This design comes from an exercise in tuning for small area on the open sky130 flow, not from production work.
In this exercise RTL edits were held to simulation tests only and were not proved equivalent to the original.
The clock cells of runs 2 to 6 come from the design's own scripts or RTL, not from TritonCTS.
The clock input has no modelled driver; a real chip could not lean on it and would need a root buffer or a full tree.
Power figures rest on the tool's default switching activity, not on a simulated workload.

$ cat flow/config.mk
export PLATFORM = sky130hd
export DESIGN_NAME = ultrasonic
export DESIGN_NICKNAME = ultrasonic
export VERILOG_FILES = /design/flow/design.v
export SDC_FILE = /design/flow/constraint.sdc
export NUM_CORES = 4
export LEC_CHECK = 0
export CAP_MARGIN = 20
export CORE_MARGIN = 2
export CORE_UTILIZATION = 40
export SLEW_MARGIN = 20
$ cat flow/constraint.sdc
create_clock -name core_clock -period 120.0 [get_ports {clk}]
set_input_delay 24.0000 -clock core_clock [delete_from_list [all_inputs] [get_ports {clk}]]
set_output_delay 24.0000 -clock core_clock [all_outputs]
set_load 0.01 [all_outputs]
$ cat flow/design.v
`timescale 1ns / 1ps
module us_timebase(
    input            clk,
    input            rst,
    output           tick,
    output           tick_nx,    
    output           khz,
    output           k3,         
    output           h2,         
    output reg [2:0] sel
);
    reg  [5:0] p;
    reg  [3:0] u0;
    reg  [2:0] u1;
    assign tick    = ~p[4] & p[3] & p[2] & ~p[1] & p[0];      
    assign tick_nx = p[5] & ~p[3] & p[2] & ~p[0];             
    wire   p2      = p[5] & ~p[3] & p[2] & p[1] & p[0];       
    wire   p3      = ~p[4] & p[3] & p[2] & p[1] & ~p[0];      
    wire   u0_9    = u0[3] & ~u0[2];
    wire   u0_0    = ~u0[2] & ~u0[1];
    wire   odd     = u1[0] ^ sel[0];
    assign khz     = tick & u0_9 & odd;
    assign k3      = p3 & u0_0 & ~odd;
    assign h2      = p2 & u0_0 & odd;
    wire   scan    = tick & u0_9 & u1[2];
    always @(posedge clk or posedge rst) begin
        if (rst) begin
            p <= 6'd9;
            u0 <= 4'b0000;
            u1 <= 3'd0;
            sel <= 3'd0;
        end else begin
            p <= {p[4], p[3], p[2] & ~tick, p[1], p[0], p[5] ^ p[0]};
            if (tick) begin
                u0 <= {(~u0[3] & u0[1] & ~u0[0]) | (u0[3] & ~u0[1]), (~u0[3] & ~u0[0]) | (~u0[3] & u0[1]), u0[2], ~u0[1]};
                if (u0_9)
                    u1 <= u1[2] ? 3'd0 : {u1[1] & u1[0], u1[1] ^ u1[0], ~u1[0]};
                if (scan)
                    sel <= {sel[2] ^ (sel[1] & sel[0]), sel[1] ^ sel[0], ~sel[0]};
            end
        end
    end
endmodule
`timescale 1ns / 1ps
module us_ctrl(
    input      clk,
    input      rst,
    input      khz,
    input      k3,
    input      h2,
    input      press,
    output     start,
    output     trigger
);
    reg        busy, trig_q;
    reg  [6:0] kcnt;
    wire       kcnt_0   = ~kcnt[4] & ~kcnt[3] & ~kcnt[2] & ~kcnt[1] & ~kcnt[0];
    wire       kcnt_100 = kcnt[6] & ~kcnt[3] & ~kcnt[2] & ~kcnt[1] & ~kcnt[0];
    assign start = press & ~busy;
    assign trigger = trig_q;
    always @(posedge clk or posedge rst) begin
        if (rst) begin
            busy <= 1'b0;
            trig_q <= 1'b0;
        end else begin
            if (start)
                busy <= 1'b1;
            else if (khz && kcnt_100)
                busy <= 1'b0;
            if (busy && kcnt_0 && k3)
                trig_q <= 1'b1;
            else if (h2)
                trig_q <= 1'b0;
        end
    end
    always @(posedge clk) begin
        if (start)
            kcnt <= 7'd0;
        else if (khz)
            kcnt <= {kcnt[5:0], ~(kcnt[6] ^ kcnt[3])};
    end
endmodule
`timescale 1ns / 1ps
module us_dist(
    input         clk,
    input         rst,
    input         start,
    input         echo,
    input         tick_nx,
    output [10:0] q,
    output        tout,
    output        load
);
    localparam DI = 2'd0, DH = 2'd1, DC = 2'd2, DD = 2'd3;
    reg  [1:0] ds;
    reg        e1, nz;
    reg  [6:0] f;
    reg  [3:0] q0, q1;
    reg  [2:0] q2;
    assign q = {q2, q1, q0};
    assign load = (ds == DD);
    wire inc  = echo & tick_nx;
    wire f68 = f[6] & f[5] & f[4] & f[2];
    wire f69 = f[6] & f[5] & f[3] & ~f[1] & ~f[0];
    assign tout = q2[1] & ~q2[0] & q1[2] & q1[1] & q0[1] & ~q0[0] & f68;
    wire short_seg = (~q0[2] & q0[1]) | (q0[1] & q0[0]);     
    wire q0_9 = q0[3] & ~q0[2];
    wire q1_9 = q1[3] & ~q1[2];
    wire fwrap = short_seg ? f68 : f69;
    function [6:0] inc7(input [6:0] x);
        integer i; reg c;
        begin
            c = 1'b1;
            for (i = 0; i < 7; i = i + 1) begin
                inc7[i] = x[i] ^ c;
                c = c & x[i];
            end
        end
    endfunction
    always @(posedge clk or posedge rst) begin
        if (rst)
            ds <= DI;
        else case (ds)
            DI: if (start) ds <= DH;
            DH: if ((~echo & e1 & nz) | tout) ds <= DC;
            DC: ds <= DD;
            DD: ds <= DI;
        endcase
    end
    wire [3:0] q0i = {(~q0[3] & q0[1] & ~q0[0]) | (q0[3] & ~q0[1]), (~q0[3] & ~q0[0]) | (~q0[3] & q0[1]), q0[2], ~q0[1]};
    wire [3:0] q1i = {(~q1[3] & q1[1] & ~q1[0]) | (q1[3] & ~q1[1]), (~q1[3] & ~q1[0]) | (~q1[3] & q1[1]), q1[2], ~q1[1]};
    wire [2:0] q2i = {~q2[0] | q2[1], q2[2], ~q2[1]};
    always @(posedge clk) begin
        e1 <= echo;
        if (ds == DI) begin
            nz <= 1'b0;
            f  <= 7'd0;
            q0 <= 4'b0000;
            q1 <= 4'b0000;
            q2 <= 3'b000;
        end else if (ds == DH && inc) begin
            nz <= 1'b1;
            if (fwrap) begin
                f <= 7'd0;
                q0 <= q0i;
                if (q0_9) begin
                    q1 <= q1i;
                    if (q1_9) q2 <= q2i;
                end
            end else
                f <= {f[5:0], ~(f[6] ^ f[0])};
        end
    end
endmodule
`timescale 1ns / 1ps
module us_button(
    input      clk,
    input      rst,
    input      khz,
    input      btn,
    output     press
);
    reg  [3:0] d;
    assign press = d[3] & d[1];                
    always @(posedge clk or posedge rst) begin
        if (rst)
            d <= 4'b0000;
        else
            d <= {(~khz & d[3] & ~d[1]) | (khz & btn & d[2] & ~d[1]),
                  (~khz & d[2]) | (khz & btn & d[0]),
                  (~khz & d[1]) | (d[3] & ~d[2]) | (khz & btn & ~d[2]),
                  (~khz & d[0]) | (khz & btn & ~d[3] & ~d[1]) | (khz & btn & ~d[3] & d[2])};
    end
endmodule
`timescale 1ns / 1ps
module us_display(
    input         clk,
    input         rst,
    input         load,
    input  [10:0] q,
    input         tout,
    input  [2:0]  sel,
    output [7:0]  fnd_font,
    output [3:0]  fnd_comm
);
    reg  [3:0] r0, r1;
    reg  [2:0] r2;
    reg        r9;
    always @(posedge clk or posedge rst) begin
        if (rst) begin
            r0 <= 4'b0000;
            r1 <= 4'b0000;
            r2 <= 3'b000;
            r9 <= 1'b0;
        end else if (load) begin
            {r2, r1, r0} <= q;
            r9 <= tout;
        end
    end
    reg  [3:0] dig;
    always @(*) begin
        if (r9)
            dig = 4'b1011;
        else case (sel[1:0])
            2'd0: dig = r0;
            2'd1: dig = r1;
            2'd2: dig = {1'b0, r2};
            default: dig = 4'b0000;
        endcase
    end
    wire [6:0] seg = {(~dig[2] & ~dig[0]) | (~dig[1] & dig[0]),
                      (~dig[3] & ~dig[2] & dig[1]) | (~dig[3] & dig[2] & ~dig[1]),
                      (~dig[3] & dig[1] & ~dig[0]) | (~dig[3] & dig[2]) | (dig[3] & ~dig[2]),
                      (~dig[2] & dig[1] & ~dig[0]) | (dig[2] & dig[0]),
                      ~dig[3] & ~dig[2] & dig[0],
                      dig[2] & dig[1] & ~dig[0],
                      dig[2] & dig[0]};
    assign fnd_font = {1'b1, sel[2] ? 7'h7f : seg};
    assign fnd_comm = ~(4'b0001 << sel[1:0]);
endmodule
`timescale 1ns / 1ps
module ultrasonic(
    input               clk,
    input               rst,
    input               btn_start,
    input               echo,
    output              trigger,
    output  [7:0]       fnd_font,
    output  [3:0]       fnd_comm
    );
    wire tick, tick_nx, khz, k3, h2, press, start, load, tout;
    wire [2:0] sel;
    wire [10:0] q;
    us_timebase U_TB(.clk(clk), .rst(rst), .tick(tick), .tick_nx(tick_nx),
                     .khz(khz), .k3(k3), .h2(h2), .sel(sel));
    us_button   U_BTN(.clk(clk), .rst(rst), .khz(khz), .btn(btn_start), .press(press));
    us_ctrl     U_CTRL(.clk(clk), .rst(rst), .khz(khz), .k3(k3), .h2(h2), .press(press),
                       .start(start), .trigger(trigger));
    us_dist     U_DIST(.clk(clk), .rst(rst), .start(start), .echo(echo), .tick_nx(tick_nx),
                       .q(q), .tout(tout), .load(load));
    us_display  U_DISP(.clk(clk), .rst(rst), .load(load), .q(q), .tout(tout), .sel(sel),
                       .fnd_font(fnd_font), .fnd_comm(fnd_comm));
endmodule
$ cat flow/flow/run.sh
#!/bin/bash
# Own layout flow: the standard synthesis, then an area-oriented ABC re-mapping
# of the combinational logic only (registers, their names and cell types are
# kept as the standard synthesis made them), then the standard layout steps
# with smaller port buffers and a clock tree without dummy loads.
set -euo pipefail
export DONT_USE_LIST="$(cat flow/dont_use.txt)"
W=$(pwd)
R=$W/orfs/results/$FLOW_PLATFORM/ultrasonic/base
bash standard.sh "$R/1_2_yosys.v" > synth_standard.log 2>&1
cp "$R/1_2_yosys.v" "$W/standard_netlist.v"
yosys -c "$W/flow/reopt.tcl" > reopt.log 2>&1
cp "$W/reopt_netlist.v" "$R/1_2_yosys.v"
bash standard.sh \
  "BUFFER_PORTS_ARGS=-buffer_cell sky130_fd_sc_hd__buf_1" \
  "CTS_ARGS=-sink_clustering_enable -repair_clock_nets -dont_use_dummy_load -buf_list sky130_fd_sc_hd__clkbuf_4" \
  finish > layout.log 2>&1
$ cat flow/flow/area.abc
strash
&get -n
&deepsyn -T 60
&put
dch -f
amap
topo
$ cat flow/flow/dont_use.txt
sky130_fd_sc_hd__probe_p_8 sky130_fd_sc_hd__probec_p_8 sky130_fd_sc_hd__lpflow_bleeder_1 sky130_fd_sc_hd__lpflow_clkbufkapwr_1 sky130_fd_sc_hd__lpflow_clkbufkapwr_16 sky130_fd_sc_hd__lpflow_clkbufkapwr_2 sky130_fd_sc_hd__lpflow_clkbufkapwr_4 sky130_fd_sc_hd__lpflow_clkbufkapwr_8 sky130_fd_sc_hd__lpflow_clkinvkapwr_1 sky130_fd_sc_hd__lpflow_clkinvkapwr_16 sky130_fd_sc_hd__lpflow_clkinvkapwr_2 sky130_fd_sc_hd__lpflow_clkinvkapwr_4 sky130_fd_sc_hd__lpflow_clkinvkapwr_8 sky130_fd_sc_hd__lpflow_decapkapwr_12 sky130_fd_sc_hd__lpflow_decapkapwr_3 sky130_fd_sc_hd__lpflow_decapkapwr_4 sky130_fd_sc_hd__lpflow_decapkapwr_6 sky130_fd_sc_hd__lpflow_decapkapwr_8 sky130_fd_sc_hd__lpflow_inputiso0n_1 sky130_fd_sc_hd__lpflow_inputiso0p_1 sky130_fd_sc_hd__lpflow_inputiso1n_1 sky130_fd_sc_hd__lpflow_inputiso1p_1 sky130_fd_sc_hd__lpflow_inputisolatch_1 sky130_fd_sc_hd__lpflow_isobufsrc_1 sky130_fd_sc_hd__lpflow_isobufsrc_16 sky130_fd_sc_hd__lpflow_isobufsrc_2 sky130_fd_sc_hd__lpflow_isobufsrc_4 sky130_fd_sc_hd__lpflow_isobufsrc_8 sky130_fd_sc_hd__lpflow_isobufsrckapwr_16 sky130_fd_sc_hd__lpflow_lsbuf_lh_hl_isowell_tap_1 sky130_fd_sc_hd__lpflow_lsbuf_lh_hl_isowell_tap_2 sky130_fd_sc_hd__lpflow_lsbuf_lh_hl_isowell_tap_4 sky130_fd_sc_hd__lpflow_lsbuf_lh_isowell_4 sky130_fd_sc_hd__lpflow_lsbuf_lh_isowell_tap_1 sky130_fd_sc_hd__lpflow_lsbuf_lh_isowell_tap_2 sky130_fd_sc_hd__lpflow_lsbuf_lh_isowell_tap_4 
$ cat flow/flow/reopt.tcl
# Re-map the combinational logic of the standard synthesis netlist for area.
# The flip-flop instances are kept untouched (same names, same cells).
yosys -import
set lib $::env(FLOW_HOME)/platforms/sky130hd/lib/sky130_fd_sc_hd__tt_025C_1v80.lib
set dont_use {}
foreach c $::env(DONT_USE_LIST) { lappend dont_use -dont_use $c }
read_liberty -ignore_miss_func $lib
read_verilog standard_netlist.v
hierarchy -top $::env(FLOW_TOP)
setattr -mod -set keep_hierarchy 1 sky130_fd_sc_hd__df*
flatten
opt_clean
abc -liberty $lib {*}$dont_use -script [file join [pwd] flow area.abc]
opt_clean -purge
hilomap -singleton -hicell sky130_fd_sc_hd__conb_1 HI -locell sky130_fd_sc_hd__conb_1 LO
insbuf -buf sky130_fd_sc_hd__buf_1 A X
splitnets
opt_clean -purge
blackbox sky130_fd_sc_hd__*
tee -o reopt_stat.txt stat -liberty $lib
write_verilog -noattr -nohex -nodec reopt_netlist.v
$ cat flow/standard.sh
#!/bin/bash
# synth_recipe.tcl (not shown) runs the flow's synth.tcl, then flattens the netlist and writes it again
# the make line also repeats each setting of config.mk as NAME=value (left out here)
make -C /OpenROAD-flow-scripts/flow DESIGN_CONFIG=/design/flow/config.mk WORK_HOME=/design/flow/orfs CLKGATE_MAP_FILE= SYNTH_SCRIPT=/design/flow/synth_recipe.tcl "${@:-finish}"
==> impl_summary.txt, run 1 <==
----------------------------------------------------
[Die]
  Area of the placeable core ... 6030 um2
  Count of pins on the block boundary ... 17
  Starting Density ... 41.9%
  Full die area ... 6970 um2
  Height of the chip ... 83.5 um
  Overall die width ... 83.5 um
  Number of cell rows ... 28

[Pwr]
  Power density cells ... 11.3 nW/um2
  Switching power share of the total ... 21.0%
  Static power due to leakage ... 1.04 nW
  Comb power frac ... 1.0%
  Worst supply voltage drop on vdd ... 0.00569 mV
  Post-layout power ... 0.0000312 W
  Sequential share of power ... 67.7%
  Sw power ... 0.00000656 W
  P_int ... 0.0000246 W
  Power share of the clock group ... 31.3%

[Timing]
  Maximum achievable frequency ... 0.0381 GHz
  Setup repair after global routing missed its margin ... false
  Post-layout min period ... 26.21 ns
  Worst rel slew slack ... 57.5%
  Fraction of the cycle the final worst path needs ... 21.8%
  Setup Viol. Count Final ... 0
  Worst Skew ... 0.0204 ns
  Number of max-slew violations in the final report ... 0
  Final count of hold timing violations ... 0
  Aggregate negative setup slack ... 0 ns
  Slew of the pin with the lowest slew margin ... 0.632 ns

[Clock tree]
  Buffer type at the clock tree root ... clkbuf_4
  Clock-pin slew on the worst setup and hold paths ... 0.09 ns
  Setup Fix Bufs, Post-CTS ... 0
  CTS tree ... yes
  TritonCTS sink count ... 63
  Clk Latency, worst-skew pair ... 0.39 ns
  Cts hold-fix bufs ... 0
  Deepest clock path buffer count ... 2
  Total clock buffers created by CTS ... 9
  Number of H-tree branching levels ... 3
  Number of gates resized after cts ... 0

[Global routing]
  First-pass GRT wire length ... 8380 um
  Vias in the first global route ... 1814
  Number of antenna violations at the first check in global routing ... 0
  Largest net degree at the start of global routing ... 37
  Global routing usage summed across all routing layers ... 15.1%
  Grt total ovfl ... 0

[Detailed routing]
  Vias per cell ... 5.13
  Pre-antenna DRT Iters ... 4
  Starting DRC count in detailed routing ... 84
  Wirelength per Cell ... 12.3 um
  Post-route ant nets ... 0
  Vias ... 1965
  Total wire length after detailed routing ... 4700 um
  Number of remaining DRC errors ... 0

[Place]
  Final Wtd Congestion ... 0.857
  Number of port buffers ... 15
  DP Cell Count ... 374
  Detail Placement HPWL ... 3470 um
  Placed Instance Area ... 2680 um2

[Finish]
  Fraction of layout cells with a size suffix above 1 ... 3.90%
  Commonest cells after routing, fill and taps aside ... clkinv_1, nor2_1, dfrtp_1
  Inserted Diodes ... 0
  Nets ... 314
  Number of standard cells in the layout, taps in and fillers out ... 383
  Layout overhead on the synthesized area ... 8.76%
  Cell area after layout ... 2750 um2
  Leading cell type in the layout, fill and taps excluded ... clkinv_1

[Setup path]
  Category of the most critical setup path ... register to primary output
  Req. time, crit path ... 96.00 ns
  Critical path capture point type ... primary output
  Signal arrival time at the worst endpoint ... 2.21 ns
  Critical path startpoint category ... register
  Maximum fanout along the worst path ... 7

[Run status]
  Outcome ... finished clean

[Logic synthesis]
  Cell area after synthesis ... 2530 um2
  Post-Synthesis Mean Instance Area ... 8.90 um2
  Post-synth net total ... 288
  Warnings from Yosys ... 5
  Mapped Cells ... 284

[Worst hold path]
  Hold Path Class ... register to register

[Flow run]
  Max-capacitance violation count ... 0

----------------------------------------------------
[worst max-delay path, stage by stage (launching register included)]
cell      delay [ns]
dfrtp_1         0.46
nor2_1          0.34
a221oi_1        0.18
nor2_1          0.17
clkinv_1        0.10
nor2_1          0.16
o22ai_1         0.12
o21ai_0         0.16
buf_1           0.16
[area by class of cell]
class                   instances  area, um2
clock buffers                   9       67.6
fillers                       607       3280
inverters                      61        229
multi-input cells             159        851
flip-flops and latches         63       1440
well taps                      75       93.8
repair buffers                 16       63.8
[stage by stage]
stage                     worst slack, ns  hold WS, ns  util, %
after global placement              93.90        0.352     44.5
after CTS                           93.76        0.396     45.6
after floorplan                     94.19        0.346        -
after global routing                93.51        0.397     45.6
after detailed placement            93.80        0.371     44.5
final                               93.79        0.387     45.6
[sequential cells by signal, indices dropped and copies added, names as in the netlist, 4 cells and up]
| name | flops |
|---|---|
| U_DIST.q0 | 4 |
| U_TB.u0 | 4 |
| U_TB.p | 6 |
| U_BTN.d | 4 |
| U_CTRL.kcnt | 7 |
| U_DIST.f | 7 |
| U_DIST.q1 | 4 |
| U_DISP.r1 | 4 |
| U_DISP.r0 | 4 |
[path summary, 6_finish.rpt]
kind | end | from | slack, ns | cells past startpoint
max in group asynchronous | U_TB.p[0]$_DFF_PP1_ | rst | 95.99 | 3
min in group asynchronous | U_CTRL.busy$_DFFE_PP0P_ | rst | 23.67 | 3
setup reg to reg | U_CTRL.kcnt[4]$_SDFFE_PP0P_ | U_TB.p[0]$_DFF_PP1_ | 117.23 | 10
hold reg to reg | U_TB.p[5]$_DFF_PP0_ | U_TB.p[4]$_DFF_PP0_ | 0.39 | 0
setup / recovery | fnd_font[3] | U_TB.sel[0]$_DFFE_PP0P_ | 93.79 | 8
hold / removal | U_TB.p[5]$_DFF_PP0_ | U_TB.p[4]$_DFF_PP0_ | 0.39 | 0
[power by group through the flow]
stage | registers, W | logic [W] | clock network, W
floorplan | 0.0000215 | 0.000000203 | 0
global placement | 0.0000215 | 0.000000339 | 0
detailed placement | 0.0000215 | 0.000000347 | 0
CTS | 0.0000211 | 0.000000348 | 0.0000103
global route | 0.0000211 | 0.000000391 | 0.0000113
finish | 0.0000211 | 0.000000312 | 0.00000978
[layer usage]
| layer | vias to the layer above | share of wire, % | GRT usage, % |
|---|---|---|---|
| met5 | - | 0 | 0 |
| met2 | 35 | 41 | 21.0 |
| li1 | 1023 | - | - |
| met1 | 895 | 53 | 21.5 |
| met4 | 0 | 2.3 | 8.36 |
| met3 | 12 | 3.9 | 3.56 |
==> run 2: changes to the inputs <==
==> flow/flow/run.sh (replaced) <==
#!/bin/bash
# Own layout flow: the standard synthesis, then an area-oriented ABC re-mapping
# of the combinational logic only (registers, their names and cell types are
# kept as the standard synthesis made them), then the standard layout steps
# with smaller port buffers and a one-level clock tree (flow/cts_hook.tcl).
set -euo pipefail
export DONT_USE_LIST="$(cat flow/dont_use.txt)"
W=$(pwd)
R=$W/orfs/results/$FLOW_PLATFORM/ultrasonic/base
bash standard.sh "$R/1_2_yosys.v" > synth_standard.log 2>&1
cp "$R/1_2_yosys.v" "$W/standard_netlist.v"
yosys -c "$W/flow/reopt.tcl" > reopt.log 2>&1
cp "$W/reopt_netlist.v" "$R/1_2_yosys.v"
bash standard.sh \
  "BUFFER_PORTS_ARGS=-buffer_cell sky130_fd_sc_hd__buf_1" \
  "PRE_CTS_TCL=$W/flow/cts_hook.tcl" \
  finish > layout.log 2>&1
==> flow/flow/cts_hook.tcl (new file) <==
# Clock tree: the flip-flops are split into 2 x 2 groups by position
# (2 equal-size columns along x, each cut into 2 equal-size groups
# along y) and each group gets one clock buffer of type clkbuf_8 at its centre,
# driven by the clock port. This replaces TritonCTS's H-tree; the design is
# small enough for one level of buffers.
rename clock_tree_synthesis orfs_clock_tree_synthesis
proc clock_tree_synthesis { args } {
  set block [ord::get_db_block]
  set dbu [$block getDbUnitsPerMicron]
  set ffs {}
  foreach inst [$block getInsts] {
    if { [string match "sky130_fd_sc_hd__df*" [[$inst getMaster] getName]] } {
      set loc [$inst getLocation]
      lappend ffs [list [lindex $loc 0] [lindex $loc 1] [$inst getName]]
    }
  }
  set ffs [lsort -real -index 0 $ffs]
  set n [llength $ffs]
  set cols 2
  set rows 2
  set k 0
  for { set c 0 } { $c < $cols } { incr c } {
    set col [lrange $ffs [expr { $c * $n / $cols }] [expr { ($c + 1) * $n / $cols - 1 }]]
    set col [lsort -real -index 1 $col]
    set m [llength $col]
    for { set r 0 } { $r < $rows } { incr r } {
      set grp [lrange $col [expr { $r * $m / $rows }] [expr { ($r + 1) * $m / $rows - 1 }]]
      set sx 0.0
      set sy 0.0
      set pins {}
      foreach f $grp {
        set sx [expr { $sx + [lindex $f 0] }]
        set sy [expr { $sy + [lindex $f 1] }]
        lappend pins [get_pins "[lindex $f 2]/CLK"]
      }
      set g [llength $grp]
      set x [expr { $sx / $g / $dbu }]
      set y [expr { $sy / $g / $dbu }]
      puts "clock buffer $k for $g flip-flops at $x $y"
      insert_buffer -buffer_cell sky130_fd_sc_hd__clkbuf_8 -net clk -load_pins $pins \
        -location [list $x $y] -buffer_name clkbuf_$k -net_name clk_$k
      incr k
    }
  }
}
==> run 2 against run 1 <==
  * Sequential share of layout area is 0.24 points higher
  * Critical endpoint unchanged
  * Clock power down 15%
  * Sequential power about the same
  * Design area shrank 0.46%
==> impl_summary.txt, run 2 <==
----------------------------------------------------
[Setup path]
  Maximum fanout along the worst path ... 7 (unchanged)
  Req. time, crit path ... 96.00 ns (about the same)
  Worst-path cell chain ... nor2_1 -> a221oi_1 -> nor2_1 -> clkinv_1 -> nor2_1 -> o22ai_1 -> o21ai_0 -> buf_1
  Signal arrival time at the worst endpoint ... 2.01 ns (-0.20 ns)
  Critical path's largest stage delay ... 0.47 ns (about the same)
  Endpoint of the most critical register-to-register path ... U_CTRL.kcnt[4]$_SDFFE_PP0P_
  Worst R2R Start ... U_TB.p[0]$_DFF_PP1_
  Critical path startpoint category ... register
  Critical path capture point type ... primary output
  CP most frequent cell ... nor2_1
  Category of the most critical setup path ... register to primary output
  Highest-delay cell along the critical path ... dfrtp_1
  R2R cell count ... 10 (unchanged)
  Setup slack of the worst register-to-register path ... 117.24 ns (about the same)

[Pwr]
  Sw power ... 0.00000546 W (-17%)
  P_int ... 0.0000242 W (-1.6%)
  Sequential share of power ... 71.1% (+3.4 points)
  Comb power frac ... 1.0% (about the same)
  Power density cells ... 10.9 nW/um2 (-4.4%)
  Switching power share of the total ... 18.4% (-2.7 points)
  Power share of the clock group ... 27.9% (-3.4 points)
  Static power due to leakage ... 1.03 nW (-1.2%)
  Worst supply voltage drop on vdd ... 0.00553 mV (-2.8%)
  Post-layout power ... 0.0000297 W (-4.8%)

[Global routing]
  First-pass GRT wire length ... 8250 um (-1.6%)
  Global routing usage summed across all routing layers ... 13.5% (-1.5 points)
  Grt total ovfl ... 0 (unchanged)
  Largest net degree at the start of global routing ... 37 (unchanged)
  Vias in the first global route ... 1756 (-3.2%)
  Number of antenna violations at the first check in global routing ... 0 (unchanged)

[Logic synthesis]
  Warnings from Yosys ... 5 (unchanged)
  Mapped Cells ... 284 (unchanged)
  Post-Synthesis Mean Instance Area ... 8.90 um2 (unchanged)
  Post-synth net total ... 288 (unchanged)
  Cell area after synthesis ... 2530 um2 (unchanged)

[Finish]
  Inserted Diodes ... 0 (unchanged)
  Layout overhead on the synthesized area ... 8.27%
  Filler cell count ... 606 (-0.16%)
  Regs by FF count ... U_CTRL.kcnt x7, U_DIST.f x7, U_TB.p x6
  Fraction of layout cells with a size suffix above 1 ... 2.31% (-1.6 points)
  Commonest cells after routing, fill and taps aside ... clkinv_1, nor2_1, dfrtp_1
  Number of standard cells in the layout, taps in and fillers out ... 378 (-1.3%)
  Leading cell type in the layout, fill and taps excluded ... clkinv_1
  Nets ... 309 (-1.6%)

[Die]
  Overall die width ... 83.5 um (unchanged)
  Full die area ... 6970 um2 (unchanged)
  Area of the placeable core ... 6030 um2 (unchanged)
  Starting Density ... 41.9% (unchanged)
  Height of the chip ... 83.5 um (unchanged)
  Number of cell rows ... 28 (unchanged)
  Count of pins on the block boundary ... 17 (unchanged)

[Timing]
  Final count of hold timing violations ... 0 (unchanged)
  Setup Viol. Count Final ... 0 (unchanged)
  Setup repair after global routing missed its margin ... false
  Worst Skew ... 0.00799 ns (-0.0124 ns)
  Number of max-slew violations in the final report ... 0 (unchanged)
  Aggregate negative setup slack ... 0 ns (unchanged)
  Maximum achievable frequency ... 0.0385 GHz (+0.79%)
  Tightest hold margin ... 0.378 ns (-0.00966 ns)
  Worst rel slew slack ... 58.0% (+0.56 points)
  Slew of the pin with the lowest slew margin ... 0.624 ns (-0.00839 ns)
  Fraction of the cycle the final worst path needs ... 21.7% (-0.17 points)
  Post-layout min period ... 26.01 ns (-0.207 ns)

[Clock tree]
  Cts hold-fix bufs ... 0 (unchanged)
  Setup Fix Bufs, Post-CTS ... 0 (unchanged)
  Number of gates resized after cts ... 0 (unchanged)
  Clock-pin slew on the worst setup and hold paths ... 0.10 ns (about the same)
  Clk Latency, worst-skew pair ... 0.15 ns (-0.24 ns)

[Worst hold path]
  Hold-critical path depth ... 0 (unchanged)
  Hold Path Class ... register to register
  HP Start ... U_TB.p[4]$_DFF_PP0_
  Endpoint of the worst hold-timing path ... U_TB.p[5]$_DFF_PP0_

[Place]
  Final Wtd Congestion ... 0.857 (unchanged)
  Number of port buffers ... 15 (unchanged)
  DP Cell Count ... 374 (unchanged)
  Detail Placement HPWL ... 3470 um (unchanged)

[Detailed routing]
  Post-route ant nets ... 0 (unchanged)
  Total wire length after detailed routing ... 4620 um (-1.6%)
  Pre-antenna DRT Iters ... 4 (unchanged)
  Vias per cell ... 5.13 (about the same)
  Vias ... 1939 (-1.3%)
  Wirelength per Cell ... 12.2 um (-0.25%)
  Starting DRC count in detailed routing ... 105 (+25%)
  Number of remaining DRC errors ... 0 (unchanged)

[Run status]
  Outcome ... finished clean

[Flow run]
  Max-capacitance violation count ... 0 (unchanged)

----------------------------------------------------
-- run 2: cell types whose count changed in the layout (fill, tap and decap cells not counted), sizes merged --
cell / delta
clkbuf: -5
-- run 2: critical path: cells and delay by family, from the launching register on --
kind / cells / cell delay (ns)
AO/OA/AOI/OAI: 3 / 0.46
buffers and inverters: 2 / 0.26
flip-flops: 1 / 0.47
AND/OR/NAND/NOR: 3 / 0.67
-- run 2: metrics by stage --
stage	area (um2)	setup slack (ns)	util (%)
CTS	2740	93.80	45.4
detailed placement	2680	93.80	44.5
global route	2740	93.65	45.4
floorplan	2530	94.19	-
finish	2740	93.99	45.4
global placement	2680	93.90	44.5
-- run 2: final cells by class, without the clock buffers --
cell class / count / area [um2] / share of cell area, %
flip-flops and latches: 63 / 1440 / 52.8
multi-input cells: 159 / 851 / 31.1
inverters: 61 / 229 / 8.37
well taps: 75 / 93.8 / 3.43
repair buffers: 16 / 63.8 / 2.33
-- run 2: how the worst max path moves through the flow --
stage,cells past startpoint,slack [ns],to,start
floorplan,9,94.19,U_DIST.q2[2]$_SDFFE_PP0P_,echo
CTS,10,93.80,U_DIST.q2[2]$_SDFFE_PP0P_,echo
global placement,10,93.90,U_DIST.q2[2]$_SDFFE_PP0P_,echo
finish,8,93.99,fnd_font[3],U_TB.sel[0]$_DFFE_PP0P_
detailed placement,10,93.80,U_DIST.q2[2]$_SDFFE_PP0P_,echo
global route,10,93.65,U_DIST.q2[2]$_SDFFE_PP0P_,echo
-- run 2: layer usage --
layer | global-route usage, % | up-vias | share of wire, %
li1 | - | 1009 | -
met1 | 21.3 | 895 | 53
met2 | 21.1 | 30 | 42
met3 | 1.19 | 5 | 4.2
met4 | 1.17 | 0 | 1.1
met5 | 0 | - | 0
-- run 2: power groups by stage --
stage,combinational (W),clock [W],sequential (W)
after floorplan,0.000000203,0,0.0000215
after global placement,0.000000339,0,0.0000215
after detailed placement,0.000000347,0,0.0000215
after CTS,0.000000348,0.00000622,0.0000215
after global routing,0.000000391,0.00000954,0.0000211
final,0.000000311,0.00000828,0.0000211
==> run 3: changes to the inputs <==
--- a/flow/design.v
+++ b/flow/design.v
@@ -5,8 +5,7 @@
     output           tick,
     output           tick_nx,    
     output           khz,
-    output           k3,         
-    output           h2,         
+    output           trig_win,   
     output reg [2:0] sel
 );
     reg  [5:0] p;
@@ -14,14 +13,13 @@
     reg  [2:0] u1;
     assign tick    = ~p[4] & p[3] & p[2] & ~p[1] & p[0];      
     assign tick_nx = p[5] & ~p[3] & p[2] & ~p[0];             
-    wire   p2      = p[5] & ~p[3] & p[2] & p[1] & p[0];       
-    wire   p3      = ~p[4] & p[3] & p[2] & p[1] & ~p[0];      
+    wire   p12     = (~p[5] & p[4] & ~p[2] & p[1]) | (p[5] & ~p[3] & p[2] & p[1] & p[0]);
+    wire   p123    = p12 | (~p[4] & p[3] & p[2] & p[1] & ~p[0]);
     wire   u0_9    = u0[3] & ~u0[2];
     wire   u0_0    = ~u0[2] & ~u0[1];
     wire   odd     = u1[0] ^ sel[0];
     assign khz     = tick & u0_9 & odd;
-    assign k3      = p3 & u0_0 & ~odd;
-    assign h2      = p2 & u0_0 & odd;
+    assign trig_win = odd ? (u0_0 & p12) : ~(u0_0 & p123);
     wire   scan    = tick & u0_9 & u1[2];
     always @(posedge clk or posedge rst) begin
         if (rst) begin
@@ -46,31 +44,25 @@
     input      clk,
     input      rst,
     input      khz,
-    input      k3,
-    input      h2,
+    input      trig_win,
     input      press,
     output     start,
     output     trigger
 );
-    reg        busy, trig_q;
+    reg        busy;
     reg  [6:0] kcnt;
     wire       kcnt_0   = ~kcnt[4] & ~kcnt[3] & ~kcnt[2] & ~kcnt[1] & ~kcnt[0];
     wire       kcnt_100 = kcnt[6] & ~kcnt[3] & ~kcnt[2] & ~kcnt[1] & ~kcnt[0];
     assign start = press & ~busy;
-    assign trigger = trig_q;
+    assign trigger = busy & kcnt_0 & trig_win;
     always @(posedge clk or posedge rst) begin
         if (rst) begin
             busy <= 1'b0;
-            trig_q <= 1'b0;
         end else begin
             if (start)
                 busy <= 1'b1;
             else if (khz && kcnt_100)
                 busy <= 1'b0;
-            if (busy && kcnt_0 && k3)
-                trig_q <= 1'b1;
-            else if (h2)
-                trig_q <= 1'b0;
         end
     end
     always @(posedge clk) begin
@@ -93,11 +85,12 @@
 );
     localparam DI = 2'd0, DH = 2'd1, DC = 2'd2, DD = 2'd3;
     reg  [1:0] ds;
-    reg        e1, nz;
+    reg        e1;
     reg  [6:0] f;
     reg  [3:0] q0, q1;
     reg  [2:0] q2;
     assign q = {q2, q1, q0};
+    wire nz = ~(~q2[2] & ~q2[1] & q2[0]);
     assign load = (ds == DD);
     wire inc  = echo & tick_nx;
     wire f68 = f[6] & f[5] & f[4] & f[2];
@@ -133,13 +126,12 @@
     always @(posedge clk) begin
         e1 <= echo;
         if (ds == DI) begin
-            nz <= 1'b0;
             f  <= 7'd0;
             q0 <= 4'b0000;
             q1 <= 4'b0000;
-            q2 <= 3'b000;
+            q2 <= 3'b001;
         end else if (ds == DH && inc) begin
-            nz <= 1'b1;
+            if (~nz) q2 <= 3'b000;
             if (fwrap) begin
                 f <= 7'd0;
                 q0 <= q0i;
@@ -185,16 +177,14 @@
 );
     reg  [3:0] r0, r1;
     reg  [2:0] r2;
-    reg        r9;
+    wire       r9 = ~r2[2] & ~r2[1] & r2[0];
     always @(posedge clk or posedge rst) begin
         if (rst) begin
             r0 <= 4'b0000;
             r1 <= 4'b0000;
             r2 <= 3'b000;
-            r9 <= 1'b0;
         end else if (load) begin
-            {r2, r1, r0} <= q;
-            r9 <= tout;
+            {r2, r1, r0} <= {tout ? 3'b001 : q[10:8], q[7:0]};
         end
     end
     reg  [3:0] dig;
@@ -228,13 +218,13 @@
     output  [7:0]       fnd_font,
     output  [3:0]       fnd_comm
     );
-    wire tick, tick_nx, khz, k3, h2, press, start, load, tout;
+    wire tick, tick_nx, khz, trig_win, press, start, load, tout;
     wire [2:0] sel;
     wire [10:0] q;
     us_timebase U_TB(.clk(clk), .rst(rst), .tick(tick), .tick_nx(tick_nx),
-                     .khz(khz), .k3(k3), .h2(h2), .sel(sel));
+                     .khz(khz), .trig_win(trig_win), .sel(sel));
     us_button   U_BTN(.clk(clk), .rst(rst), .khz(khz), .btn(btn_start), .press(press));
-    us_ctrl     U_CTRL(.clk(clk), .rst(rst), .khz(khz), .k3(k3), .h2(h2), .press(press),
+    us_ctrl     U_CTRL(.clk(clk), .rst(rst), .khz(khz), .trig_win(trig_win), .press(press),
                        .start(start), .trigger(trigger));
     us_dist     U_DIST(.clk(clk), .rst(rst), .start(start), .echo(echo), .tick_nx(tick_nx),
                        .q(q), .tout(tout), .load(load));
==> run 3 against run 2 <==
  * Largest cell class unchanged
  * Still clean
  * Area after synthesis is 1.7% lower
  * Via count is 0.46% lower
  * Critical path depth is 5 higher
  * Sequential cell count is 3 lower
  * Synthesized cell count is 2.1% higher
==> impl_summary.txt, run 3 <==
----------------------------------------------------
[Setup path]
  R2R cell count ... 11 (+1)
  Endpoint of the most critical register-to-register path ... U_CTRL.kcnt[6]$_SDFFE_PP0P_
  Logic depth of the worst setup path including buffers ... 13 (+5)
  CP most frequent cell ... clkinv_1
  Critical path capture point type ... register
  End of the critical path ... U_DIST.q2[0]$_SDFFE_PP1N_
  Maximum fanout along the worst path ... 7 (unchanged)
  Critical path's largest stage delay ... 0.34 ns (-0.13 ns)
  Signal arrival time at the worst endpoint ... 26.38 ns (+24.37 ns)
  Highest-delay cell along the critical path ... nor3_1
  Worst R2R Start ... U_TB.p[3]$_DFF_PP1_
  Category of the most critical setup path ... input pin to register
  Crit-path leading delay family ... simple AND/OR/NAND/NOR gates
  Crit path buf inv count ... 5 (+3)
  Critical path startpoint category ... input pin
  Worst-path cell chain ... buf_1 -> nand3_1 -> nor3_1 -> clkinv_1 -> nor2_1 -> clkinv_1 -> nor3_1 -> clkinv_1 -> nor3_1 -> clkinv_1 -> nand2_1 -> nor2_1 -> a21oi_1
  Setup slack of the worst register-to-register path ... 117.10 ns (-0.14 ns)
  Req. time, crit path ... 120.09 ns (+24.09 ns)
  Startpoint of the most critical setup path ... echo

[Detailed routing]
  Total wire length after detailed routing ... 4490 um (-2.8%)
  Wirelength per Cell ... 11.7 um (-4.4%)
  Vias per cell ... 5.03 (-2.0%)
  Number of remaining DRC errors ... 0 (unchanged)
  Vias ... 1930 (-0.46%)
  Post-route ant nets ... 0 (unchanged)
  Starting DRC count in detailed routing ... 99 (-5.7%)
  Pre-antenna DRT Iters ... 4 (unchanged)

[Finish]
  Layout overhead on the synthesized area ... 8.41%
  Commonest cells after routing, fill and taps aside ... clkinv_1, nor2_1, dfrtp_1
  Cell area after layout ... 2690 um2 (-1.6%)
  Area taken by multi-input logic gates ... 901 um2 (+5.9%)
  Register Area ... 1370 um2 (-4.9%)
  Fraction of layout cells with a size suffix above 1 ... 2.27% (-0.045 points)
  Nets ... 315 (+1.9%)
  Leading cell type in the layout, fill and taps excluded ... clkinv_1
  Regs by FF count ... U_CTRL.kcnt x7, U_DIST.f x7, U_TB.p x6
  Inserted Diodes ... 0 (unchanged)
  Filler cell count ... 585 (-3.5%)

[Die]
  Overall die width ... 82.8 um (-0.81%)
  Count of pins on the block boundary ... 17 (unchanged)
  Area of the placeable core ... 5960 um2 (-1.2%)
  Full die area ... 6860 um2 (-1.6%)
  Starting Density ... 41.7% (-0.22 points)
  Height of the chip ... 82.8 um (-0.81%)
  Number of cell rows ... 28 (unchanged)

[Timing]
  Post-layout min period ... 26.29 ns (+0.279 ns)
  Fraction of the cycle the final worst path needs ... 21.9% (+0.23 points)
  Maximum achievable frequency ... 0.0380 GHz (-1.1%)
  Setup Viol. Count Final ... 0 (unchanged)
  Setup repair after global routing missed its margin ... false
  Aggregate negative setup slack ... 0 ns (unchanged)
  Worst Skew ... 0.00514 ns (-0.00285 ns)
  Number of max-slew violations in the final report ... 0 (unchanged)
  Final count of hold timing violations ... 0 (unchanged)
  Worst rel slew slack ... 65.8% (+7.8 points)
  Slew of the pin with the lowest slew margin ... 0.513 ns (-0.111 ns)

[Logic synthesis]
  Warnings from Yosys ... 5 (unchanged)
  Mapped Cells ... 290 (+2.1%)
  Post-Synthesis Mean Instance Area ... 8.57 um2 (-3.7%)
  Cell area after synthesis ... 2480 um2 (-1.7%)
  Post-synth net total ... 294 (+2.1%)

[Clock tree]
  Clk Latency, worst-skew pair ... 0.15 ns (about the same)
  Setup Fix Bufs, Post-CTS ... 0 (unchanged)
  Clock-pin slew on the worst setup and hold paths ... 0.09 ns (about the same)
  Number of gates resized after cts ... 0 (unchanged)
  Cts hold-fix bufs ... 0 (unchanged)

[Global routing]
  Largest net degree at the start of global routing ... 35 (-5.4%)
  Number of antenna violations at the first check in global routing ... 0 (unchanged)
  Global routing usage summed across all routing layers ... 13.3% (-0.18 points)
  Grt total ovfl ... 0 (unchanged)
  Vias in the first global route ... 1834 (+4.4%)
  First-pass GRT wire length ... 8230 um (-0.25%)

[Worst hold path]
  HP Start ... U_TB.p[3]$_DFF_PP1_
  Hold Path Class ... register to register

[Place]
  Placed Instance Area ... 2640 um2 (-1.6%)
  Detail Placement HPWL ... 3370 um (-2.9%)
  Final Wtd Congestion ... 0.831 (-2.9%)
  Number of port buffers ... 15 (unchanged)

[Pwr]
  Worst supply voltage drop on vdd ... 0.00756 mV (+37%)
  Static power due to leakage ... 1.03 nW (about the same)
  Power density cells ... 14.3 nW/um2 (+31%)

[Run status]
  Outcome ... finished clean

[Flow run]
  Max-capacitance violation count ... 0 (unchanged)

----------------------------------------------------
## run 3: area by class of cell, without the clock buffers
cell class	count	share of cell area, %
Inverter	55	7.66
Multi-Input combinational cell	174	33.4
Tap cell	75	3.48
Timing Repair Buffer	16	2.37
Sequential cell	60	51.0
## run 3: worst min path at each step
| stage | cells after the start | to |
|---|---|---|
| final | 0 | U_TB.p[4]$_DFF_PP0_ |
| after CTS | 0 | U_TB.p[2]$_DFF_PP0_ |
| after global routing | 0 | U_TB.p[4]$_DFF_PP0_ |
| after detailed placement | 0 | U_TB.p[4]$_DFF_PP0_ |
| after floorplan | 0 | U_TB.p[2]$_DFF_PP0_ |
| after global placement | 0 | U_TB.p[2]$_DFF_PP0_ |
## run 3: per-stage QoR
step	cells	util, %	worst slack (ns)	hold slack, ns	power (W)
finish	384	45.2	93.71	0.409	0.0000384
global route	384	45.2	93.28	0.417	0.0000414
CTS	384	45.2	93.53	0.397	0.0000369
detailed placement	380	44.3	93.54	0.395	0.0000308
global placement	380	44.3	93.65	0.392	0.0000307
floorplan	290	-	94.03	0.374	0.0000290
## run 3: where the power goes
part / leakage, nW / switching, W / internal, W / total (W)
clock network: 0.0288 / 0.00000507 / 0.00000308 / 0.00000816
registers: 0.637 / 0.00000118 / 0.0000219 / 0.0000231
logic: 0.366 / 0.00000458 / 0.00000258 / 0.00000716
## run 3: routing by layer
metal | part of all wire, % | routed length (um) | track usage, %
met5 | 0 | 0 | 0
met2 | 41 | 1850 | 21.0
met1 | 54 | 2440 | 20.6
met3 | 3.0 | 134 | 0.795
met4 | 1.4 | 63 | 2.38
## run 3: worst reg2reg max path: stages (launching register included)
cell and delay, ns:
dfstp_2 0.54, clkinv_1 0.08, nor2_1 0.21, nand3_1 0.10, nor2_1 0.27, clkinv_1 0.20
nor2_1 0.17, nand2_1 0.15, nor2_1 0.33, clkinv_1 0.19, or2_0 0.37, o22ai_1 0.20
==> run 4: changes to the inputs <==
==> flow/flow/area.abc (replaced) <==
strash
&get -n
&deepsyn -T 60
&put
dch -f
map -a -B 0
mfs2 -W 10
strash
dch -f
amap
topo
--- a/flow/config.mk
+++ b/flow/config.mk
@@ -7,5 +7,6 @@
 export LEC_CHECK = 0
 export CAP_MARGIN = 20
 export CORE_MARGIN = 2
-export CORE_UTILIZATION = 40
+export CORE_UTILIZATION = 65
+export PLACE_DENSITY = 0.75
 export SLEW_MARGIN = 20
==> run 4 against run 3 <==
  * Clock skew is 0.0014 ns higher
  * Power is 27% lower
  * Critical endpoint unchanged
  * Sequential power down 13%
  * Clock power decreased by 4.9%
==> impl_summary.txt, run 4 <==
----------------------------------------------------
[Global routing]
  Largest net degree at the start of global routing ... 35 (unchanged)
  First-pass GRT wire length ... 7760 um (-5.7%)
  Grt total ovfl ... 0 (unchanged)
  Vias in the first global route ... 1786 (-2.6%)
  Number of antenna violations at the first check in global routing ... 0 (unchanged)
  Global routing usage summed across all routing layers ... 22.4% (+9.1 points)

[Pwr]
  Power density cells ... 10.7 nW/um2 (-25%)
  Worst supply voltage drop on vdd ... 0.0103 mV (+36%)
  Static power due to leakage ... 1.07 nW (+4.2%)
  Post-layout power ... 0.0000281 W (-27%)

[Setup path]
  Req. time, crit path ... 120.09 ns (about the same)
  Critical path capture point type ... register
  Crit-path leading delay family ... simple AND/OR/NAND/NOR gates
  Signal arrival time at the worst endpoint ... 26.13 ns (-0.25 ns)
  CP most frequent cell ... nor2_1
  Critical path's largest stage delay ... 0.44 ns (+0.10 ns)
  Critical path startpoint category ... input pin
  Crit path buf inv count ... 3 (-2)
  Category of the most critical setup path ... input pin to register
  Worst-path cell chain ... buf_1 -> nand3_1 -> nor4_1 -> clkinv_1 -> nor2_1 -> clkinv_1 -> nor2_1 -> nand2_1 -> nor2_1 -> nand2_1 -> nand2_1 -> nor2_1 -> a21oi_1
  Maximum fanout along the worst path ... 5 (-2)
  Highest-delay cell along the critical path ... nor4_1

[Detailed routing]
  Vias per cell ... 5.49 (+9.2%)
  Wirelength per Cell ... 12.3 um (+4.8%)
  Number of remaining DRC errors ... 0 (unchanged)
  Vias ... 1949 (+0.98%)
  Starting DRC count in detailed routing ... 141 (+42%)
  Pre-antenna DRT Iters ... 4 (unchanged)
  Total wire length after detailed routing ... 4350 um (-3.1%)
  Post-route ant nets ... 0 (unchanged)

[Logic synthesis]
  Warnings from Yosys ... 5 (unchanged)
  Mapped Cells ... 288 (-0.69%)
  Post-synth net total ... 292 (-0.68%)
  Post-Synthesis Mean Instance Area ... 8.55 um2 (-0.22%)
  Cell area after synthesis ... 2460 um2 (-0.91%)

[Place]
  Final Wtd Congestion ... 0.852 (+2.5%)
  Number of port buffers ... 15 (unchanged)
  Placed Instance Area ... 2580 um2 (-2.1%)
  DP Cell Count ... 351 (-7.6%)
  Detail Placement HPWL ... 3300 um (-2.0%)

[Finish]
  Regs by FF count ... U_CTRL.kcnt x7, U_DIST.f x7, U_TB.p x6
  Commonest cells after routing, fill and taps aside ... clkinv_1, nor2_1, dfrtp_1
  Number of standard cells in the layout, taps in and fillers out ... 355 (-7.6%)
  Fraction of layout cells with a size suffix above 1 ... 2.28% (+0.015 points)
  Nets ... 313 (-0.63%)
  Layout overhead on the synthesized area ... 7.11%
  Inserted Diodes ... 0 (unchanged)
  Filler cell count ... 277 (-53%)
  Leading cell type in the layout, fill and taps excluded ... clkinv_1
  Cell area after layout ... 2640 um2 (-2.1%)

[Flow run]
  Max-capacitance violation count ... 0 (unchanged)

[Timing]
  Fraction of the cycle the final worst path needs ... 21.7% (-0.20 points)
  Worst Skew ... 0.00658 ns (+0.00144 ns)
  Worst rel slew slack ... 47.2% (-19 points)
  Post-layout min period ... 26.05 ns (-0.237 ns)
  Setup repair after global routing missed its margin ... false
  Maximum achievable frequency ... 0.0384 GHz (+0.91%)
  Final count of hold timing violations ... 0 (unchanged)
  Slew of the pin with the lowest slew margin ... 0.784 ns (+0.271 ns)
  Aggregate negative setup slack ... 0 ns (unchanged)
  Number of max-slew violations in the final report ... 0 (unchanged)
  Setup Viol. Count Final ... 0 (unchanged)

[Clock tree]
  Cts hold-fix bufs ... 0 (unchanged)
  Setup Fix Bufs, Post-CTS ... 0 (unchanged)
  Clk Latency, worst-skew pair ... 0.15 ns (about the same)
  Number of gates resized after cts ... 0 (unchanged)
  Clock-pin slew on the worst setup and hold paths ... 0.09 ns (about the same)

[Die]
  Area of the placeable core ... 3660 um2 (-39%)
  Height of the chip ... 65.6 um (-21%)
  Count of pins on the block boundary ... 17 (unchanged)
  Starting Density ... 67.3% (+26 points)
  Full die area ... 4300 um2 (-37%)
  Overall die width ... 65.6 um (-21%)
  Number of cell rows ... 22 (-21%)

[Run status]
  Outcome ... finished clean

[Worst hold path]
  Hold Path Class ... register to register

----------------------------------------------------
==> run 4: power breakdown <==
| part | switching, W | internal (W) | leakage [nW] | total (W) |
|---|---|---|---|---|
| Clock | 0.00000468 | 0.00000307 | 0.0288 | 0.00000776 |
| Combinational | 0.000000243 | 0.0000000483 | 0.389 | 0.000000292 |
| Sequential | 0.00000000462 | 0.0000201 | 0.657 | 0.0000201 |
| Total | 0.00000493 | 0.0000232 | 1.07 | 0.0000281 |
==> run 4: per-layer routing <==
metal	vias up	wire length, um	global-route usage (%)
met2	31	1990	37.2
met1	884	2150	32.8
li1	1029	-	-
met4	0	53	3.39
met5	-	0	0
met3	5	165	2.05
==> run 4: worst paths after layout <==
kind | slack [ns] | end | start | cells past startpoint
max | 93.95 | U_DIST.q2[0]$_SDFFE_PP1N_ | echo | 13
min | 0.40 | U_TB.p[4]$_DFF_PP0_ | U_TB.p[3]$_DFF_PP1_ | 0
max reg2reg | 116.79 | U_CTRL.kcnt[5]$_SDFFE_PP0P_ | U_TB.p[3]$_DFF_PP1_ | 11
min reg2reg | 0.40 | U_TB.p[4]$_DFF_PP0_ | U_TB.p[3]$_DFF_PP1_ | 0
max in group asynchronous | 95.77 | U_TB.p[3]$_DFF_PP1_ | rst | 3
min in group asynchronous | 23.89 | U_TB.u1[1]$_DFFE_PP0P_ | rst | 3
==> run 4: layout make-up, without the clock buffers <==
class	count	area, um2	area share (%)
inverter	55	206	7.83
multi-input combinational	172	878	33.3
sequential	60	1370	52.1
tap	48	60.1	2.28
timing repair buffer	16	63.8	2.42
==> run 4: through the flow <==
| step | worst slack [ns] | utilization, % | hold slack (ns) |
|---|---|---|---|
| finish | 93.95 | 72.0 | 0.397 |
| global route | 93.56 | 72.0 | 0.403 |
| CTS | 93.83 | 72.0 | 0.393 |
| detailed placement | 93.84 | 70.5 | 0.385 |
| global placement | 94.01 | 70.5 | 0.392 |
| floorplan | 94.33 | - | 0.374 |
==> run 5: changes to the inputs <==
==> flow/flow/area.abc (replaced) <==
strash
&get -n
&deepsyn -T 60
&put
dch -f
amap
topo
--- a/flow/flow/cts_hook.tcl
+++ b/flow/flow/cts_hook.tcl
@@ -1,5 +1,5 @@
-# Clock tree: the flip-flops are split into 2 x 2 groups by position
-# (2 equal-size columns along x, each cut into 2 equal-size groups
+# Clock tree: the flip-flops are split into 3 x 1 groups by position
+# (3 equal-size columns along x, each cut into 1 equal-size groups
 # along y) and each group gets one clock buffer of type clkbuf_8 at its centre,
 # driven by the clock port. This replaces TritonCTS's H-tree; the design is
 # small enough for one level of buffers.
@@ -16,8 +16,8 @@
   }
   set ffs [lsort -real -index 0 $ffs]
   set n [llength $ffs]
-  set cols 2
-  set rows 2
+  set cols 3
+  set rows 1
   set k 0
   for { set c 0 } { $c < $cols } { incr c } {
     set col [lrange $ffs [expr { $c * $n / $cols }] [expr { ($c + 1) * $n / $cols - 1 }]]
==> run 5 against run 4 <==
  * Synthesized cell count up 0.69%
  * Critical path depth unchanged
  * Critical path type unchanged
  * First-iteration DRC count down 42%
  * Utilization up 0.24 points
  * Area after synthesis up 0.91%
  * Global-route usage down 0.46 points
==> impl_summary.txt, run 5 <==
----------------------------------------------------
[Setup path]
  CP most frequent cell ... clkinv_1
  Crit-path leading delay family ... simple AND/OR/NAND/NOR gates
  Critical path startpoint category ... input pin
  Critical path's largest stage delay ... 0.35 ns (-0.09 ns)
  Worst R2R Start ... U_DIST.ds[1]$_DFFE_PP0P_
  Crit path buf inv count ... 5 (+2)
  Worst-path cell chain ... buf_1 -> nand3_1 -> nor3_1 -> clkinv_1 -> nor2_1 -> clkinv_1 -> nor3_1 -> clkinv_1 -> nor3_1 -> clkinv_1 -> nand2_1 -> nor2_1 -> a21oi_1
  Setup slack of the worst register-to-register path ... 117.11 ns (+0.32 ns)
  Req. time, crit path ... 120.12 ns (+0.03 ns)
  Signal arrival time at the worst endpoint ... 26.41 ns (+0.28 ns)
  Category of the most critical setup path ... input pin to register
  Startpoint of the most critical setup path ... echo
  Critical path capture point type ... register
  Highest-delay cell along the critical path ... nor3_1
  Maximum fanout along the worst path ... 7 (+2)

[Pwr]
  Sw power ... 0.0000108 W (+120%)
  Sequential share of power ... 61.2% (-10 points)
  P_int ... 0.0000268 W (+16%)
  Comb power frac ... 20.0% (+19 points)
  Switching power share of the total ... 28.7% (+11 points)
  Power density cells ... 14.2 nW/um2 (+33%)
  Worst supply voltage drop on vdd ... 0.0147 mV (+43%)
  Power share of the clock group ... 18.8% (-8.8 points)
  Static power due to leakage ... 1.02 nW (-4.7%)

[Timing]
  Worst rel slew slack ... 59.9% (+13 points)
  Final count of hold timing violations ... 0 (unchanged)
  Slew of the pin with the lowest slew margin ... 0.602 ns (-0.183 ns)
  Worst Skew ... 0.0160 ns (+0.00944 ns)
  Maximum achievable frequency ... 0.0380 GHz (-0.92%)
  Number of max-slew violations in the final report ... 0 (unchanged)
  Fraction of the cycle the final worst path needs ... 21.9% (+0.20 points)
  Aggregate negative setup slack ... 0 ns (unchanged)
  Setup WS post-layout ... 93.71 ns (-0.243 ns)
  Setup Viol. Count Final ... 0 (unchanged)
  Setup repair after global routing missed its margin ... false
  Post-layout min period ... 26.29 ns (+0.243 ns)

[Logic synthesis]
  Post-synth net total ... 294 (+0.68%)
  Cell area after synthesis ... 2480 um2 (+0.91%)
  Warnings from Yosys ... 5 (unchanged)
  Mapped Cells ... 290 (+0.69%)
  Post-Synthesis Mean Instance Area ... 8.57 um2 (+0.22%)

[Die]
  Number of cell rows ... 22 (unchanged)
  Overall die width ... 65.8 um (+0.43%)
  Count of pins on the block boundary ... 17 (unchanged)
  Height of the chip ... 65.8 um (+0.43%)
  Full die area ... 4330 um2 (+0.86%)
  Area of the placeable core ... 3660 um2 (unchanged)
  Starting Density ... 67.9% (+0.62 points)

[Run status]
  Outcome ... finished clean

[Detailed routing]
  Vias ... 1954 (+0.26%)
  Post-route ant nets ... 0 (unchanged)
  Wirelength per Cell ... 12.2 um (-0.69%)
  Vias per cell ... 5.49 (about the same)
  Number of remaining DRC errors ... 0 (unchanged)
  Pre-antenna DRT Iters ... 4 (unchanged)
  Starting DRC count in detailed routing ... 82 (-42%)
  Total wire length after detailed routing ... 4340 um (-0.41%)

[Finish]
  Nets ... 314 (+0.32%)
  Regs by FF count ... U_CTRL.kcnt x7, U_DIST.f x7, U_TB.p x6
  Leading cell type in the layout, fill and taps excluded ... clkinv_1
  Number of standard cells in the layout, taps in and fillers out ... 356 (+0.28%)
  Layout overhead on the synthesized area ... 6.50%
  Fraction of layout cells with a size suffix above 1 ... 1.95% (-0.33 points)
  Inserted Diodes ... 0 (unchanged)
  Commonest cells after routing, fill and taps aside ... clkinv_1, nor2_1, dfrtp_1

[Global routing]
  Number of antenna violations at the first check in global routing ... 0 (unchanged)
  Global routing usage summed across all routing layers ... 21.9% (-0.46 points)
  Largest net degree at the start of global routing ... 35 (unchanged)
  Grt total ovfl ... 0 (unchanged)
  First-pass GRT wire length ... 7770 um (about the same)
  Vias in the first global route ... 1839 (+3.0%)

[Flow run]
  Max-capacitance violation count ... 0 (unchanged)

[Place]
  Setup slack after placement ... 93.52 ns (-0.323 ns)
  Final Wtd Congestion ... 0.755 (-11%)
  Number of port buffers ... 15 (unchanged)
  Detail Placement HPWL ... 3340 um (+1.2%)
  DP Cell Count ... 353 (+0.57%)

[Clock tree]
  Setup Fix Bufs, Post-CTS ... 0 (unchanged)
  Cts hold-fix bufs ... 0 (unchanged)
  Clock-pin slew on the worst setup and hold paths ... 0.12 ns (+0.03 ns)
  Clk Latency, worst-skew pair ... 0.17 ns (+0.02 ns)
  Number of gates resized after cts ... 0 (unchanged)

[Worst hold path]
  HP Start ... U_TB.p[3]$_DFF_PP1_
  Hold Path Class ... register to register

----------------------------------------------------
[run 5: final timing paths]
kind | end | depth (start not counted)
worst max-delay path | U_DIST.q2[0]$_SDFFE_PP1N_ | 13
worst min-delay path | U_TB.p[4]$_DFF_PP0_ | 0
worst max register to register | U_DIST.q2[0]$_SDFFE_PP1N_ | 12
worst min register to register | U_TB.p[4]$_DFF_PP0_ | 0
max in group asynchronous | U_TB.p[0]$_DFF_PP1_ | 3
min in group asynchronous | U_TB.u0[3]$_DFFE_PP0P_ | 3
[run 5: area by class of cell, without the clock buffers]
type | instances | area [um2]
Tap cell | 48 | 60.1
Timing Repair Buffer | 16 | 63.8
Multi-Input combinational cell | 174 | 901
Fill cell | 305 | 1010
Inverter | 55 | 206
Sequential cell | 60 | 1370
[run 5: per-stage QoR]
stage	hold WS, ns	total power (W)	cell area [um2]	utilization (%)
2_1_floorplan	0.374	0.0000290	2480	-
3_3_place_gp	0.380	0.0000306	2610	71.2
3_5_place_dp	0.391	0.0000309	2610	71.2
4_1_cts	0.391	0.0000363	2650	72.3
5_1_grt	0.420	0.0000398	2650	72.3
6_report	0.409	0.0000376	2650	72.3
[run 5: worst reg2reg max path, stage by stage (launching register included)]
cell	delay [ns]
dfrtp_1	0.43
nand2b_1	0.18
nor3_1	0.32
clkinv_1	0.20
nor2_1	0.18
clkinv_1	0.19
nor3_1	0.35
clkinv_1	0.21
nor3_1	0.35
clkinv_1	0.15
nand2_1	0.13
nor2_1	0.06
a21oi_1	0.10
[run 5: power groups by stage]
stage               Combinational, W  Sequential [W]    Clock, W
floorplan                 0.00000590       0.0000231           0
global placement          0.00000716       0.0000234           0
detailed placement        0.00000749       0.0000235           0
CTS                       0.00000753       0.0000235  0.00000533
global route              0.00000875       0.0000232  0.00000783
finish                    0.00000751       0.0000230  0.00000708
[run 5: per-layer routing]
metal | wire (um) | part of all wire (%) | global-route usage [%]
met2 | 2040 | 47 | 39.3
met1 | 2170 | 50 | 31.2
met3 | 95 | 2.2 | 1.02
met5 | 0 | 0 | 0
met4 | 22 | 0.51 | 1.04
==> run 6: changes to the inputs <==
--- a/flow/design.v
+++ b/flow/design.v
@@ -15,12 +15,12 @@
     assign tick_nx = p[5] & ~p[3] & p[2] & ~p[0];             
     wire   p12     = (~p[5] & p[4] & ~p[2] & p[1]) | (p[5] & ~p[3] & p[2] & p[1] & p[0]);
     wire   p123    = p12 | (~p[4] & p[3] & p[2] & p[1] & ~p[0]);
-    wire   u0_9    = u0[3] & ~u0[2];
-    wire   u0_0    = ~u0[2] & ~u0[1];
+    wire   u0_9    = ~u0[2] & u0[1] & u0[0];
+    wire   u0_0    = ~u0[3] & ~u0[1] & ~u0[0];
     wire   odd     = u1[0] ^ sel[0];
     assign khz     = tick & u0_9 & odd;
     assign trig_win = odd ? (u0_0 & p12) : ~(u0_0 & p123);
-    wire   scan    = tick & u0_9 & u1[2];
+    wire   scan    = tick & u0_9 & u1[2] & u1[1];
     always @(posedge clk or posedge rst) begin
         if (rst) begin
             p <= 6'd9;
@@ -30,9 +30,9 @@
         end else begin
             p <= {p[4], p[3], p[2] & ~tick, p[1], p[0], p[5] ^ p[0]};
             if (tick) begin
-                u0 <= {(~u0[3] & u0[1] & ~u0[0]) | (u0[3] & ~u0[1]), (~u0[3] & ~u0[0]) | (~u0[3] & u0[1]), u0[2], ~u0[1]};
+                u0 <= {~u0[2] & ~u0[0], u0[3], ~u0[1], u0[2]};
                 if (u0_9)
-                    u1 <= u1[2] ? 3'd0 : {u1[1] & u1[0], u1[1] ^ u1[0], ~u1[0]};
+                    u1 <= {u1[0], ~u1[2] & ~u1[1], ~u1[1] & ~u1[0]};
                 if (scan)
                     sel <= {sel[2] ^ (sel[1] & sel[0]), sel[1] ^ sel[0], ~sel[0]};
             end
==> flow/flow/area.abc (replaced) <==
strash
&get -n
&deepsyn -T 60
&put
dch -f
map -a -B 0
mfs2 -W 10
strash
dch -f
amap
topo
--- a/flow/flow/cts_hook.tcl
+++ b/flow/flow/cts_hook.tcl
@@ -1,5 +1,5 @@
-# Clock tree: the flip-flops are split into 3 x 1 groups by position
-# (3 equal-size columns along x, each cut into 1 equal-size groups
+# Clock tree: the flip-flops are split into 2 x 2 groups by position
+# (2 equal-size columns along x, each cut into 2 equal-size groups
 # along y) and each group gets one clock buffer of type clkbuf_8 at its centre,
 # driven by the clock port. This replaces TritonCTS's H-tree; the design is
 # small enough for one level of buffers.
@@ -16,8 +16,8 @@
   }
   set ffs [lsort -real -index 0 $ffs]
   set n [llength $ffs]
-  set cols 3
-  set rows 1
+  set cols 2
+  set rows 2
   set k 0
   for { set c 0 } { $c < $cols } { incr c } {
     set col [lrange $ffs [expr { $c * $n / $cols }] [expr { ($c + 1) * $n / $cols - 1 }]]
--- a/flow/flow/reopt.tcl
+++ b/flow/flow/reopt.tcl
@@ -7,7 +7,7 @@
 read_liberty -ignore_miss_func $lib
 read_verilog standard_netlist.v
 hierarchy -top $::env(FLOW_TOP)
-setattr -mod -set keep_hierarchy 1 sky130_fd_sc_hd__df*
+setattr -mod -set keep_hierarchy 1 sky130_fd_sc_hd__*df* sky130_fd_sc_hd__*dl*
 flatten
 opt_clean
 abc -liberty $lib {*}$dont_use -script [file join [pwd] flow area.abc]
==> run 6 against run 5 <==
  * Utilization is 0.51 points higher
  * Still clean on timing, DRC and antenna
  * Highest routed layer unchanged
  * Critical path type is now register to primary output
  * Largest cell class unchanged
  * Critical path depth fell by 6
  * Final cell count down 0.28%
  * Die area grew 0.18%
  * Largest power group unchanged
==> impl_summary.txt, run 6 <==
----------------------------------------------------
[Run status]
  Outcome ... finished clean

[Finish]
  Area taken by multi-input logic gates ... 902 um2 (+0.14%)
  Inserted Diodes ... 0 (unchanged)
  Layout overhead on the synthesized area ... 7.04%
  Commonest cells after routing, fill and taps aside ... clkinv_1, nor2_1, dfrtp_1
  Fraction of layout cells with a size suffix above 1 ... 2.28% (+0.33 points)
  Regs by FF count ... U_CTRL.kcnt x7, U_DIST.f x7, U_TB.p x6

[Place]
  Final Wtd Congestion ... 0.840 (+11%)
  Detail Placement HPWL ... 3530 um (+5.6%)

[Worst hold path]
  Hold Path Class ... register to register

[Die]
  Overall die width ... 65.9 um (about the same)
  Count of pins on the block boundary ... 17 (unchanged)
  Number of cell rows ... 22 (unchanged)
  Starting Density ... 68.0% (+0.14 points)
  Full die area ... 4340 um2 (+0.18%)
  Area of the placeable core ... 3660 um2 (unchanged)

[Pwr]
  Power density cells ... 10.6 nW/um2 (-25%)
  Static power due to leakage ... 0.971 nW (-5.2%)
  Worst supply voltage drop on vdd ... 0.0110 mV (-25%)

[Global routing]
  Grt total ovfl ... 0 (unchanged)
  Met1 usage ... 32.8% (+1.6 points)
  Met3 global-route usage ... 1.36% (+0.34 points)
  Vias in the first global route ... 1763 (-4.1%)
  Met2 routing resource usage after global routing ... 37.0% (-2.3 points)
  First-pass GRT wire length ... 7800 um (+0.44%)
  Global routing usage summed across all routing layers ... 22.3% (+0.38 points)
  Largest net degree at the start of global routing ... 26 (-26%)
  Most used routing layer in global routing ... met2

[Timing]
  Setup Viol. Count Final ... 0 (unchanged)
  Final count of hold timing violations ... 0 (unchanged)
  Post-layout min period ... 26.02 ns (-0.270 ns)
  Setup repair after global routing missed its margin ... false
  Maximum achievable frequency ... 0.0384 GHz (+1.0%)
  Worst rel slew slack ... 58.8% (-1.1 points)
  Slew of the pin with the lowest slew margin ... 0.611 ns (+0.00945 ns)
  Number of max-slew violations in the final report ... 0 (unchanged)
  Fraction of the cycle the final worst path needs ... 21.7% (-0.22 points)
  Tightest hold margin ... 0.393 ns (-0.0159 ns)

[Detailed routing]
  Number of remaining DRC errors ... 0 (unchanged)
  Post-route ant nets ... 0 (unchanged)
  Total wire length after detailed routing ... 4530 um (+4.4%)
  Starting DRC count in detailed routing ... 131 (+60%)

[Logic synthesis]
  Post-synth net total ... 292 (-0.68%)
  Cell area after synthesis ... 2490 um2 (+0.20%)
  Warnings from Yosys ... 5 (unchanged)

[Clock tree]
  Number of gates resized after cts ... 0 (unchanged)
  Setup Fix Bufs, Post-CTS ... 0 (unchanged)
  Cts hold-fix bufs ... 0 (unchanged)

[Setup path]
  Req. time, crit path ... 96.00 ns (-24.12 ns)

----------------------------------------------------
[run 6: through the flow]
step | cells | setup slack (ns) | utilization (%) | instance area, um2 | total power (W)
2_1_floorplan | 288 | 94.27 | - | 2490 | 0.0000208
5_1_grt | 355 | 93.77 | 72.8 | 2670 | 0.0000291
3_5_place_dp | 351 | 93.83 | 71.3 | 2610 | 0.0000209
6_report | 355 | 93.98 | 72.8 | 2670 | 0.0000283
3_3_place_gp | 351 | 93.98 | 71.3 | 2610 | 0.0000209
4_1_cts | 355 | 93.85 | 72.8 | 2670 | 0.0000270
[run 6: area by class of cell, without the clock buffers]
cell class                      count  share of cell area, %
Inverter                           56                   7.89
Multi-Input combinational cell    171                   33.8
Sequential cell                    60                   51.5
Tap cell                           48                   2.25
Timing Repair Buffer               16                   2.39
[run 6: metal layers]
layer | part of all wire [%] | vias up
li1 | - | 1032
met1 | 50 | 926
met2 | 44 | 35
met3 | 4.1 | 7
met4 | 1.5 | 0
met5 | 0 | -
[run 6: path summary, 6_finish.rpt]
| kind | depth (start not counted) | startpoint | slack (ns) | to |
|---|---|---|---|---|
| min reg2reg | 0 | U_TB.p[4]$_DFF_PP0_ | 0.39 | U_TB.p[5]$_DFF_PP0_ |
| max | 7 | U_TB.sel[0]$_DFFE_PP0P_ | 93.98 | fnd_font[6] |
| min | 0 | U_TB.p[4]$_DFF_PP0_ | 0.39 | U_TB.p[5]$_DFF_PP0_ |
| min in group asynchronous | 2 | rst | 23.74 | U_TB.sel[1]$_DFFE_PP0P_ |
| max in group asynchronous | 3 | rst | 95.62 | U_TB.p[3]$_DFF_PP1_ |
| max reg2reg | 10 | U_TB.p[0]$_DFF_PP1_ | 116.90 | U_CTRL.kcnt[6]$_SDFFE_PP0P_ |
[run 6: critical path, stage by stage (launching register included)]
cell and delay (ns):
dfrtp_1 0.45, clkinv_1 0.14, nand2_1 0.14, nor2_1 0.05, a221oi_1 0.32, clkinv_1 0.23
o311ai_0 0.35, buf_1 0.19
[run 6: power by group]
part | leakage (nW) | switching, W | internal (W) | total (W)
Combinational | 0.319 | 0.000000270 | 0.0000000618 | 0.000000332
Sequential | 0.623 | 0.0000000121 | 0.0000201 | 0.0000201
Clock | 0.0288 | 0.00000473 | 0.00000308 | 0.00000781
Total | 0.971 | 0.00000501 | 0.0000232 | 0.0000283

Check on run 6: ideal ports give 93.979 ns setup slack; a clkbuf_16 on the clock port and buf_2 on the inputs give 93.921 ns; moving port delays by the midpoint clock arrival (0.204 ns) as well gives 93.836 ns.
